Context: an optimization exercise on an open-source flow, tuned for small area. The choices shown serve that exercise and are no tape-out recipe.
Only simulation tests tie the RTL to the original design; equivalence was not proved.

Setup of purple:
Design plane_game_video, start of the top module:
module plane_game_video(
    input clk, rst,
    input up,
    input [3:0] hited,
    input [10:0] my_plane_x, my_plane_y,
    input [10:0] my_bullet_x, my_bullet_y,
    input have_bullet_now,
    input [10:0] enemy_x, enemy_y,
    input [10:0] enemy_bullet_x, enemy_bullet_y,
    input have_enemy_bullet_now,
    output hs, vs,
    output play,
    output [11:0] rgb);
For scale: ~1600 cells after synthesis, ~110 I/O pins.
==> flow/config.mk <==
export PLATFORM = sky130hd
export DESIGN_NAME = plane_game_video
export DESIGN_NICKNAME = plane_game_video
export VERILOG_FILES = /design/flow/design.v
export SDC_FILE = /design/flow/constraint.sdc
export NUM_CORES = 4
export LEC_CHECK = 0
export CAP_MARGIN = 20
export CORE_MARGIN = 2
export CORE_UTILIZATION = 50
export PLACE_DENSITY = 0.65
export SLEW_MARGIN = 20
export SYNTH_MEMORY_MAX_BITS = 32768
==> flow/constraint.sdc <==
create_clock -name core_clock -period 15.0 [get_ports {clk}]
set_input_delay 3.0000 -clock core_clock [delete_from_list [all_inputs] [get_ports {clk}]]
set_output_delay 3.0000 -clock core_clock [all_outputs]
set_load 0.01 [all_outputs]
standard.sh (not shown) runs the stock make flow with config.mk's settings and CLKGATE_MAP_FILE= SYNTH_SCRIPT=/design/flow/synth_recipe.tcl, a recipe that flattens the netlist after the stock synthesis.
==> flow/flow/run.sh <==
#!/bin/bash
# Standard ORFS layout, except that after the standard synthesis the
# combinational logic between the registers is re-optimised by yosys-abc
# (&deepsyn, then &nf area mapping), in four runs with different seeds of
# which the smallest is kept. Registers are left exactly as the standard
# synthesis made them (same instances, names and cells).
set -euo pipefail
HERE=$(pwd)
R=$HERE/orfs/results/sky130hd/plane_game_video/base
LIB=$FLOW_HOME/platforms/sky130hd/lib/sky130_fd_sc_hd__tt_025C_1v80.lib
DS_TIME=240

bash standard.sh synth > std_synth.log 2>&1
cp $R/1_2_yosys.v $HERE/std_netlist.v

DU=""
for c in $(sed -n '/^export DONT_USE_CELLS/,/^$/p' $FLOW_HOME/platforms/sky130hd/config.mk | tr -d '\\' | tr -s ' \t' '\n' | grep '^sky130_'); do
  DU="$DU -dont_use $c"
done

for S in 1 2 3 4; do
  echo "strash; &get -n; &deepsyn -T $DS_TIME -S $S; &nf -R 1000; &put; topo" > resynth_$S.abc
  cat > resynth_$S.ys <<EOT
read_liberty -ignore_miss_func $LIB
read_verilog $HERE/std_netlist.v
hierarchy -top $FLOW_TOP
blackbox sky130_fd_sc_hd__df* sky130_fd_sc_hd__ed* sky130_fd_sc_hd__sd* sky130_fd_sc_hd__dl*
flatten
opt_clean -purge
abc -script $HERE/resynth_$S.abc -liberty $LIB $DU
opt_clean -purge
hilomap -singleton -hicell sky130_fd_sc_hd__conb_1 HI -locell sky130_fd_sc_hd__conb_1 LO
opt_clean -purge
select $FLOW_TOP
write_verilog -noattr -nohex -nodec -selected $HERE/resynth_$S.v
EOT
  yosys -s resynth_$S.ys > resynth_$S.log 2>&1 &
done
wait

# read each result back against the cell library, check it, keep the smallest
BEST=""; BEST_AREA=""
for S in 1 2 3 4; do
  cat > resynth_check_$S.ys <<EOT
read_liberty -lib $LIB
read_verilog $HERE/resynth_$S.v
hierarchy -check -top $FLOW_TOP
check -assert -mapped
tee -o $HERE/resynth_stat_$S.txt stat -liberty $LIB
EOT
  if yosys -s resynth_check_$S.ys > resynth_check_$S.log 2>&1; then
    A=$(grep "Chip area" resynth_stat_$S.txt | awk '{print $NF}')
    echo "seed $S: area $A" >> resynth_choice.log
    if [[ -z "$BEST" ]] || awk "BEGIN{exit !($A < $BEST_AREA)}"; then BEST=$S; BEST_AREA=$A; fi
  fi
done
echo "kept seed $BEST ($BEST_AREA)" >> resynth_choice.log
cp $HERE/resynth_$BEST.v $HERE/resynth_netlist.v

cp $HERE/resynth_netlist.v $R/1_2_yosys.v
touch $R/1_2_yosys.v
rm -f $R/1_synth.odb $R/1_synth.sdc
# port buffers: the smallest buffer rather than the default pick; CTS
# without dummy loads
export BUFFER_PORTS_ARGS="-buffer_cell sky130_fd_sc_hd__buf_1"
export CTS_ARGS="-sink_clustering_enable -repair_clock_nets -dont_use_dummy_load"
bash standard.sh > standard.log 2>&1
Setup changes, purple to red
diff --git a/flow/flow/run.sh b/flow/flow/run.sh
--- a/flow/flow/run.sh
+++ b/flow/flow/run.sh
@@ -9,5 +9,5 @@
 R=$HERE/orfs/results/sky130hd/plane_game_video/base
 LIB=$FLOW_HOME/platforms/sky130hd/lib/sky130_fd_sc_hd__tt_025C_1v80.lib
-DS_TIME=240
+DS_TIME=400
 
 bash standard.sh synth > std_synth.log 2>&1
@@ -61,7 +61,5 @@
 touch $R/1_2_yosys.v
 rm -f $R/1_synth.odb $R/1_synth.sdc
-# port buffers: the smallest buffer rather than the default pick; CTS
-# without dummy loads
 export BUFFER_PORTS_ARGS="-buffer_cell sky130_fd_sc_hd__buf_1"
-export CTS_ARGS="-sink_clustering_enable -repair_clock_nets -dont_use_dummy_load"
+export CTS_ARGS="-sink_clustering_enable -repair_clock_nets -dont_use_dummy_load -buf_list sky130_fd_sc_hd__clkbuf_8"
 bash standard.sh > standard.log 2>&1
Notes after the runs:
- red finished end to end and its layout was clean on timing, DRC and antenna.
- [compare] base=purple new=red: via count went down by 115, utilization after layout -0.91 points, wire length went down.


plane_game_video, a different RTL version from the one above (not shown whole).
Size: roughly 1600 cells after synthesis, ~110 I/O pins, roughly 11000 um2 of cells after synthesis.
export LEC_CHECK = 0
export CAP_MARGIN = 10
export CORE_MARGIN = 2
export CORE_UTILIZATION = 45
export GPL_TIMING_DRIVEN = 0
export PLACE_DENSITY = 0.6
export SLEW_MARGIN = 10
export SYNTH_MEMORY_MAX_BITS = 32768
create_clock -name core_clock -period 15.0 [get_ports {clk}]
==> flow/flow/run.sh <==
#!/bin/bash
# Standard ORFS layout, except that after the standard synthesis the
# combinational logic between the registers is re-optimised by yosys-abc
# (&deepsyn, then &nf area mapping), in twelve runs with different seeds
# (three waves of four) of which the smallest is kept. Registers are left exactly as the standard
# synthesis made them (same instances, names and cells).
set -euo pipefail
HERE=$(pwd)
R=$HERE/orfs/results/sky130hd/plane_game_video/base
LIB=$FLOW_HOME/platforms/sky130hd/lib/sky130_fd_sc_hd__tt_025C_1v80.lib
DS_TIME=150

bash standard.sh synth > std_synth.log 2>&1
cp $R/1_2_yosys.v $HERE/std_netlist.v

DU=""
for c in $(sed -n '/^export DONT_USE_CELLS/,/^$/p' $FLOW_HOME/platforms/sky130hd/config.mk | tr -d '\\' | tr -s ' \t' '\n' | grep '^sky130_'); do
  DU="$DU -dont_use $c"
done

resynth() {
  S=$1
  echo "strash; &get -n; &deepsyn -T $DS_TIME -S $S; &nf -R 1000; &put; topo" > resynth_$S.abc
  cat > resynth_$S.ys <<EOT
read_liberty -ignore_miss_func $LIB
read_verilog $HERE/std_netlist.v
hierarchy -top $FLOW_TOP
blackbox sky130_fd_sc_hd__df* sky130_fd_sc_hd__ed* sky130_fd_sc_hd__sd* sky130_fd_sc_hd__dl*
flatten
opt_clean -purge
abc -script $HERE/resynth_$S.abc -liberty $LIB $DU
opt_clean -purge
hilomap -singleton -hicell sky130_fd_sc_hd__conb_1 HI -locell sky130_fd_sc_hd__conb_1 LO
opt_clean -purge
select $FLOW_TOP
write_verilog -noattr -nohex -nodec -selected $HERE/resynth_$S.v
EOT
  yosys -s resynth_$S.ys > resynth_$S.log 2>&1
}
for S in 9 10 11 12; do resynth $S & done
wait
for S in 13 14 15 16; do resynth $S & done
wait
for S in 17 18 19 20; do resynth $S & done
wait

# read each result back against the cell library, check it, keep the smallest
BEST=""; BEST_AREA=""
for S in 9 10 11 12 13 14 15 16 17 18 19 20; do
  cat > resynth_check_$S.ys <<EOT
read_liberty -lib $LIB
read_verilog $HERE/resynth_$S.v
hierarchy -check -top $FLOW_TOP
check -assert -mapped
tee -o $HERE/resynth_stat_$S.txt stat -liberty $LIB
EOT
  if yosys -s resynth_check_$S.ys > resynth_check_$S.log 2>&1; then
    A=$(grep "Chip area" resynth_stat_$S.txt | awk '{print $NF}')
    echo "seed $S: area $A" >> resynth_choice.log
    if [[ -z "$BEST" ]] || awk "BEGIN{exit !($A < $BEST_AREA)}"; then BEST=$S; BEST_AREA=$A; fi
  fi
done
echo "kept seed $BEST ($BEST_AREA)" >> resynth_choice.log
cp $HERE/resynth_$BEST.v $HERE/resynth_netlist.v

cp $HERE/resynth_netlist.v $R/1_2_yosys.v
touch $R/1_2_yosys.v
rm -f $R/1_synth.odb $R/1_synth.sdc
export BUFFER_PORTS_ARGS="-buffer_cell sky130_fd_sc_hd__buf_1"
export CTS_ARGS="-sink_clustering_enable -repair_clock_nets -dont_use_dummy_load -buf_list sky130_fd_sc_hd__clkbuf_8"
bash standard.sh > standard.log 2>&1
The first run completed with no timing, DRC or antenna violations.
Then changed:
--- a/flow/flow/run.sh
+++ b/flow/flow/run.sh
@@ -2,6 +2,6 @@
 # Standard ORFS layout, except that after the standard synthesis the
 # combinational logic between the registers is re-optimised by yosys-abc
-# (&deepsyn, then &nf area mapping), in twelve runs with different seeds
-# (three waves of four) of which the smallest is kept. Registers are left exactly as the standard
+# (&deepsyn, then &nf area mapping), in eight runs with different seeds
+# (two waves of four) of which the smallest is kept. Registers are left exactly as the standard
 # synthesis made them (same instances, names and cells).
 set -euo pipefail
@@ -38,14 +38,12 @@
   yosys -s resynth_$S.ys > resynth_$S.log 2>&1
 }
-for S in 9 10 11 12; do resynth $S & done
+for S in 1 2 3 4; do resynth $S & done
 wait
-for S in 13 14 15 16; do resynth $S & done
-wait
-for S in 17 18 19 20; do resynth $S & done
+for S in 5 6 7 8; do resynth $S & done
 wait
 
 # read each result back against the cell library, check it, keep the smallest
 BEST=""; BEST_AREA=""
-for S in 9 10 11 12 13 14 15 16 17 18 19 20; do
+for S in 1 2 3 4 5 6 7 8; do
   cat > resynth_check_$S.ys <<EOT
 read_liberty -lib $LIB
After rerunning: Core utilization goes up by 0.13 points; final cell count stays flat; design area stays flat; critical path depth goes down by 8; wire length goes down by 2.8%; worst setup slack gets better by 1600 ps; sequential share of layout area hardly moves.

-- port drivers added, routing unchanged --
No port has a modelled driver above. Below, the same layouts with a new extraction and two added sets of constraints. Step 1 assumes that a clkbuf_16 drives the clock port and a buf_2 every other input. Step 2 also shifts input and output timing later by t, the mid clock arrival at the registers, as if the neighbouring blocks saw the same clock. Three values: no drivers, after step 1, after step 2; two values: the first two.
run	shift t [ns]	setup slack, ns	worst register clock-pin slew, ns	pins driven straight from the clock port
purple	0.455	6.924 / 6.954 / 6.499	0.07 / 0.07	1
red	0.465	6.958 / 6.985 / 6.520	0.09 / 0.09	1
the first run of note 2	0.459	5.995 / 5.995 / 5.995	0.08 / 0.08	1
the second run of note 2	0.459	7.572 / 7.584 / 7.126	0.09 / 0.09	1
After both steps setup and hold are still met in every run listed. The setup slack of the second run of note 2, which loses most, moves by +0.012 ns with the drivers and by -0.446 ns with both steps.
